Background: an optimization exercise with open tools, aiming at small area. Do not read the settings as production practice. In this exercise RTL edits were held to simulation tests only and were not proved equivalent to the original. Power figures rest on the tool's default switching activity, not on a simulated workload.

==> flow/design.v <==
package uart_reg_pkg;
    typedef struct packed {
        reg        TX_EN;  
        reg        TX_CLR_OVRN;  
        reg        RX_EN;  
        reg        RX_CLR_OVRN;  
        reg [7:0]  TX_DATA;  
        reg [15:0]  BAUDDIV;  
    } config_reg_t;
    typedef struct packed {
        reg        RX_VALID;  
        reg        RX_OVRN;  
        reg [4:0]  RX_LVL;  
        reg        RX_BUSY;  
        reg        TX_OVRN;  
        reg [4:0]  TX_LVL;  
        reg        TX_BUSY;  
        reg [7:0]  RX_DATA;  
    } status_reg_t;
endpackage
`timescale 1ns/1ps
module uart_top (
    input wire         clk_i,
    input wire         reset_i,
    input wire         rx_data_i,
    output wire        tx_data_o,
    input wire         psel_i,
    input wire         penable_i,
    input wire         pwrite_i,
    input wire  [4:0]  paddr_i,
    input wire  [31:0] pwdata_i,
    output reg  [31:0] prdata_o,
    output wire        pready_o,
    output wire        pslverr_o
);
    wire acc    = psel_i & penable_i;
    wire wr     = acc & pwrite_i;
    wire rd     = acc & ~pwrite_i;
    wire a_cfg  = (paddr_i == 5'h00);
    wire a_txd  = (paddr_i == 5'h08);
    wire a_rxd  = (paddr_i == 5'h0C);
    wire a_baud = (paddr_i == 5'h10);
    assign pready_o  = 1'b1;
    assign pslverr_o = psel_i & paddr_i[4] & (|paddr_i[3:0]);
    reg        tx_en, tx_clr, rx_en, rx_clr;
    reg [7:0]  tx_data_r;
    reg [15:0] baud_div;
    always @(posedge clk_i) begin
        if (reset_i) begin
            tx_en     <= 1'b0;
            tx_clr    <= 1'b0;
            rx_en     <= 1'b0;
            rx_clr    <= 1'b0;
            tx_data_r <= 8'h00;
            baud_div  <= 16'h0029;
        end else begin
            if (wr & a_cfg) begin
                tx_en  <= pwdata_i[0];
                tx_clr <= pwdata_i[1];
                rx_en  <= pwdata_i[2];
                rx_clr <= pwdata_i[3];
            end
            if (wr & a_txd)  tx_data_r <= pwdata_i[7:0];
            if (wr & a_baud) baud_div  <= pwdata_i[15:0];
        end
    end
    wire       tick;
    wire       tx_busy, tx_ovrn, rx_busy, rx_ovrn;
    wire [4:0] tx_lvl, rx_lvl;
    wire [7:0] rx_head;
    wire       rx_valid = (rx_lvl != 5'd0);
    uart_baud u_baud (
        .clk_i(clk_i), .reset_i(reset_i),
        .en_i(tx_en | rx_en), .div_i(baud_div),
        .wr_i(wr & a_baud), .wdata_i(pwdata_i[15:0]),
        .tick_o(tick)
    );
    uart_txp u_tx (
        .clk_i(clk_i), .reset_i(reset_i), .tick_i(tick),
        .en_i(tx_en), .clr_i(tx_clr),
        .wr_i(wr & a_txd), .wdata_i(pwdata_i[7:0]),
        .lvl_o(tx_lvl), .ovrn_o(tx_ovrn), .busy_o(tx_busy),
        .tx_o(tx_data_o)
    );
    uart_rxp u_rx (
        .clk_i(clk_i), .reset_i(reset_i), .tick_i(tick),
        .en_i(rx_en), .clr_i(rx_clr), .rx_i(rx_data_i),
        .pop_i(rd & a_rxd & rx_valid),
        .lvl_o(rx_lvl), .ovrn_o(rx_ovrn), .busy_o(rx_busy),
        .head_o(rx_head)
    );
    always @(*) begin
        prdata_o = 32'h0;
        case (paddr_i)
            5'h00: prdata_o[3:0]  = {rx_clr, rx_en, tx_clr, tx_en};
            5'h04: prdata_o[14:0] = {tx_busy, tx_lvl, tx_ovrn, rx_busy, rx_lvl, rx_ovrn, rx_valid};
            5'h08: prdata_o[7:0]  = tx_data_r;
            5'h0C: prdata_o[7:0]  = rx_head;
            5'h10: prdata_o[15:0] = baud_div;
            default: ;
        endcase
    end
endmodule
module uart_baud (
    input  wire        clk_i,
    input  wire        reset_i,
    input  wire        en_i,
    input  wire [15:0] div_i,
    input  wire        wr_i,
    input  wire [15:0] wdata_i,
    output reg         tick_o
);
    function automatic [15:0] dec_toggle(input [15:0] c);
        integer k;
        reg all0;
        begin
            all0 = 1'b1;
            for (k = 0; k < 16; k = k + 1) begin
                dec_toggle[k] = all0;
                all0 = all0 & ~c[k];
            end
        end
    endfunction
    reg [15:0] bcnt;
    reg        bpend, bclr;
    wire       bfire = (bcnt == 16'd1);
    always @(posedge clk_i) begin
        bpend  <= wr_i & (wdata_i != div_i);
        bclr   <= bpend;
        tick_o <= en_i & ~bclr & bfire;
        if (~en_i | bclr | bfire) bcnt <= div_i;
        else                      bcnt <= bcnt ^ dec_toggle(bcnt);
    end
endmodule
module uart_txp (
    input  wire       clk_i,
    input  wire       reset_i,
    input  wire       tick_i,
    input  wire       en_i,
    input  wire       clr_i,
    input  wire       wr_i,
    input  wire [7:0] wdata_i,
    output reg  [4:0] lvl_o,
    output reg        ovrn_o,
    output wire       busy_o,
    output wire       tx_o
);
    function automatic [4:0] updn_toggle(input [4:0] c, input up, input dn);
        integer k;
        reg all1, all0;
        begin
            all1 = 1'b1;
            all0 = 1'b1;
            for (k = 0; k < 5; k = k + 1) begin
                updn_toggle[k] = (up & all1) | (dn & all0);
                all1 = all1 & c[k];
                all0 = all0 & ~c[k];
            end
        end
    endfunction
    localparam [3:0] T_IDLE = 4'd0, T_FETCH = 4'd1, T_STOP = 4'd12;
    reg [7:0]  fifo [0:15];
    reg [15:0] v;
    reg        pend;
    reg [3:0]  st;
    reg [7:0]  tbyte;
    reg [3:0]  cnt;
    reg        btick;
    wire full = lvl_o[4];
    wire push = wr_i & ~full;
    wire pop  = (st == T_FETCH);
    wire act  = (st != T_IDLE) & (st != T_FETCH);
    wire take = pend & v[15];
    wire [16:1] ld;
    assign ld[16] = take;
    genvar g;
    generate
        for (g = 1; g < 16; g = g + 1) begin : g_ld
            assign ld[g] = v[g-1] & (~v[g] | ld[g+1]);
        end
    endgenerate
    integer i;
    always @(posedge clk_i) begin
        if (push) fifo[0] <= wdata_i;
        for (i = 1; i < 16; i = i + 1)
            if (ld[i]) fifo[i] <= fifo[i-1];
        if (take) tbyte <= fifo[15];
    end
    always @(posedge clk_i) begin
        if (reset_i) begin
            v      <= 16'h0000;
            pend   <= 1'b0;
            lvl_o  <= 5'd0;
            ovrn_o <= 1'b0;
            st     <= T_IDLE;
        end else begin
            v[0] <= push | (v[0] & ~ld[1]);
            for (i = 1; i < 16; i = i + 1)
                v[i] <= ld[i] | (v[i] & ~ld[i+1]);
            if (pop)       pend <= 1'b1;
            else if (take) pend <= 1'b0;
            lvl_o <= lvl_o ^ updn_toggle(lvl_o, push & ~pop, ~push & pop);
            if (wr_i & full) ovrn_o <= 1'b1;
            else if (clr_i)  ovrn_o <= 1'b0;
            case (st)
                T_IDLE:  if (en_i & (lvl_o != 5'd0)) st <= T_FETCH;
                T_FETCH: st <= 4'd2;
                default: if (btick) st <= (st == T_STOP) ? T_IDLE : st + 4'd1;
            endcase
        end
        if (~act)        cnt <= 4'd0;
        else if (tick_i) cnt <= cnt + 4'd1;
        btick <= act & tick_i & (cnt == 4'd15);
    end
    wire dph = (st >= 4'd4) & (st <= 4'd11);
    assign tx_o   = (st == 4'd3) ? 1'b0 : (dph ? tbyte[{st[3], st[1:0]}] : 1'b1);
    assign busy_o = (st != T_IDLE);
endmodule
module uart_rxp (
    input  wire       clk_i,
    input  wire       reset_i,
    input  wire       tick_i,
    input  wire       en_i,
    input  wire       clr_i,
    input  wire       rx_i,
    input  wire       pop_i,
    output reg  [4:0] lvl_o,
    output reg        ovrn_o,
    output wire       busy_o,
    output wire [7:0] head_o
);
    function automatic [4:0] updn_toggle(input [4:0] c, input up, input dn);
        integer k;
        reg all1, all0;
        begin
            all1 = 1'b1;
            all0 = 1'b1;
            for (k = 0; k < 5; k = k + 1) begin
                updn_toggle[k] = (up & all1) | (dn & all0);
                all1 = all1 & c[k];
                all0 = all0 & ~c[k];
            end
        end
    endfunction
    localparam [3:0] R_MON = 4'd0, R_PUSH = 4'd1, R_FS = 4'd2, R_SV = 4'd3, R_STOP = 4'd12;
    reg       s1, s2;
    reg [3:0] st;
    reg [7:0] rbyte;
    reg [3:0] cnt;
    reg       sp, sq, svalid;
    reg [7:0] fifo [0:15];
    reg       f;        
    reg [4:0] q;        
    wire moving = f & (q != lvl_o);
    wire mon  = (st == R_MON) | (st == R_PUSH) | (st == R_FS);
    wire dph  = (st >= 4'd4) & (st <= 4'd11);
    wire full = lvl_o[4];
    wire wen  = (st == R_PUSH);
    wire push = wen & ~full;
    assign busy_o = (st != R_MON) & (st != R_PUSH);
    always @(posedge clk_i) begin
        s1 <= rx_i;
        s2 <= s1;
    end
    always @(posedge clk_i) begin
        if (reset_i) begin
            st     <= R_MON;
            lvl_o  <= 5'd0;
            ovrn_o <= 1'b0;
            f      <= 1'b0;
        end else begin
            if (mon) begin
                st <= (~s2 & en_i) ? R_SV : R_MON;
            end else if (svalid) begin
                if (st == R_SV)        st <= sp ? R_FS : 4'd4;
                else if (st == R_STOP) st <= sp ? R_PUSH : R_MON;
                else                   st <= st + 4'd1;
            end
            lvl_o <= lvl_o ^ updn_toggle(lvl_o, push & ~pop_i, ~push & pop_i);
            if (push) begin
                f <= 1'b1;
                q <= 5'd16;
            end else begin
                f <= moving & ~(pop_i & (lvl_o == 5'd1));
                if (moving) q <= q - 5'd1;
            end
            if (wen & full)  ovrn_o <= 1'b1;
            else if (clr_i)  ovrn_o <= 1'b0;
        end
        if (svalid & dph) rbyte <= {sp, rbyte[7:1]};
        if (~busy_o)     cnt <= 4'd0;
        else if (tick_i) cnt <= cnt + 4'd1;
        if (tick_i & busy_o) begin
            if (cnt == 4'd6) begin
                sp <= s2;
                sq <= s2;
            end else if (cnt == 4'd7) begin
                sp <= sp & s2;
                sq <= sq | s2;
            end else if (cnt == 4'd8) begin
                sp <= sp | (sq & s2);
            end
        end
        svalid <= tick_i & busy_o & (cnt == 4'd8);
    end
    wire [15:1] ld;
    genvar g;
    generate
        for (g = 1; g < 16; g = g + 1) begin : g_ld
            assign ld[g] = pop_i | (moving & (lvl_o <= 5'd16 - g));
        end
    endgenerate
    integer i;
    always @(posedge clk_i) begin
        if (push) fifo[0] <= rbyte;
        for (i = 1; i < 16; i = i + 1)
            if (ld[i]) fifo[i] <= fifo[i-1];
    end
    assign head_o = (moving & ~(|lvl_o[4:1])) ? rbyte : fifo[15];
endmodule
export LEC_CHECK = 0
export ABC_AREA = 1
export CAP_MARGIN = 20
export CORE_MARGIN = 2
export CORE_UTILIZATION = 60
export SLEW_MARGIN = 20
create_clock -name core_clock -period 5.0 [get_ports {clk_i}]
standard.sh (not shown) runs the stock make flow with config.mk's settings and CLKGATE_MAP_FILE= SYNTH_SCRIPT=/design/flow/synth_recipe.tcl, a recipe that flattens the netlist after the stock synthesis.
==> flow/flow/run.sh <==
#!/bin/bash
# The standard layout (standard.sh), with our own choices for:
#  - ABC's area script: synthesis is the standard flow's, with the same registers;
#    only the mapping of the logic between them differs
#  - the cell that buffers each port (buf_1)
#  - clock tree synthesis options (no dummy loads, clkbuf_16 clusters,
#    clkbuf_8 root)
# Each tool's full output goes to the ORFS logs under orfs/logs/, and
# make's output to flow_make.log.
set -euo pipefail
rm -rf scripts_local
cp -r "$FLOW_HOME/scripts" scripts_local
cp flow/abc_area.script scripts_local/abc_area.script
export SCRIPTS_DIR="$PWD/scripts_local"
export BUFFER_PORTS_ARGS="-buffer_cell sky130_fd_sc_hd__buf_1"
export CTS_ARGS='-sink_clustering_enable -repair_clock_nets -dont_use_dummy_load -buf_list sky130_fd_sc_hd__clkbuf_16 -sink_clustering_size 30 -sink_clustering_max_diameter 100 -sink_clustering_buffer sky130_fd_sc_hd__clkbuf_16 -root_buf sky130_fd_sc_hd__clkbuf_8'
bash standard.sh > flow_make.log 2>&1
==> flow/flow/abc_area.script <==
strash
dc2
dch -f
amap
topo
stime -c
Rerun with:
--- a/flow/design.v
+++ b/flow/design.v
@@ -247,12 +247,12 @@
     reg [3:0] st;
     reg [7:0] rbyte;
     reg [3:0] cnt;
     reg       sp, sq, svalid;
-    reg [7:0] fifo [0:15];
+    reg [7:0] ring [0:15];
+    reg [3:0] hpos;     
     reg       f;        
-    reg [4:0] q;        
-    wire moving = f & (q != lvl_o);
+    wire ins = f & (hpos + 4'd2 == lvl_o[3:0]);
     wire mon  = (st == R_MON) | (st == R_PUSH) | (st == R_FS);
     wire dph  = (st >= 4'd4) & (st <= 4'd11);
     wire full = lvl_o[4];
     wire wen  = (st == R_PUSH);
@@ -276,15 +276,10 @@
                 else if (st == R_STOP) st <= sp ? R_PUSH : R_MON;
                 else                   st <= st + 4'd1;
             end
             lvl_o <= lvl_o ^ updn_toggle(lvl_o, push & ~pop_i, ~push & pop_i);
-            if (push) begin
-                f <= 1'b1;
-                q <= 5'd16;
-            end else begin
-                f <= moving & ~(pop_i & (lvl_o == 5'd1));
-                if (moving) q <= q - 5'd1;
-            end
+            if (push)                                f <= 1'b1;
+            else if (ins | (pop_i & (lvl_o == 5'd1))) f <= 1'b0;
             if (wen & full)  ovrn_o <= 1'b1;
             else if (clr_i)  ovrn_o <= 1'b0;
         end
         if (svalid & dph) rbyte <= {sp, rbyte[7:1]};
@@ -302,19 +297,12 @@
             end
         end
         svalid <= tick_i & busy_o & (cnt == 4'd8);
     end
-    wire [15:1] ld;
-    genvar g;
-    generate
-        for (g = 1; g < 16; g = g + 1) begin : g_ld
-            assign ld[g] = pop_i | (moving & (lvl_o <= 5'd16 - g));
-        end
-    endgenerate
     integer i;
     always @(posedge clk_i) begin
-        if (push) fifo[0] <= rbyte;
-        for (i = 1; i < 16; i = i + 1)
-            if (ld[i]) fifo[i] <= fifo[i-1];
+        ring[0] <= ins ? rbyte : ring[15];
+        for (i = 1; i < 16; i = i + 1) ring[i] <= ring[i-1];
+        hpos <= pop_i ? hpos : hpos + 4'd1;
     end
-    assign head_o = (moving & ~(|lvl_o[4:1])) ? rbyte : fifo[15];
+    assign head_o = (f & (lvl_o == 5'd1)) ? rbyte : ring[hpos];
 endmodule
- final area drops by a few percent
- fmax falls by a few percent
- sequential power shrinks by roughly a tenth
- power came out lower by a little under a tenth
- worst setup slack loses 200 ps
- global-route usage rose by 2.1 points
- first-iteration DRC count drops by about a fifth
- wire length climbs by a few percent
- via count came out higher by a few percent

what the ideal ports hide:
No port has a modelled driver above. Below, the same layouts with a new extraction and two added sets of constraints.
Step 1, drivers: a clkbuf_16 drives clk_i and a buf_2 each remaining input, both assumed.
Step 2 adds t to the input delays and takes it off the output delays; t is the mean of the earliest and latest rising clock arrival at the registers after step 1. Input paths then give back, and output paths get back, about the clock's delay inside the block.
a / b / c = no drivers / after step 1 / after step 2; a / b = the first two.
run	t, ns	setup slack, ns	hold slack, ns	slew at the worst register clock pin (ns)	cell pins on the clock port's net
the first run	0.593	0.502 / 0.457 / 0.334	0.346 / 0.346 / 0.346	0.12 / 0.12	1
the second run	0.582	0.300 / 0.260 / 0.709	0.334 / 0.334 / 0.334	0.11 / 0.11	1
After both steps every run listed still meets setup and hold. For the first run, which loses most, drivers alone change the setup slack by -0.045 ns; drivers and shift together by -0.168 ns.
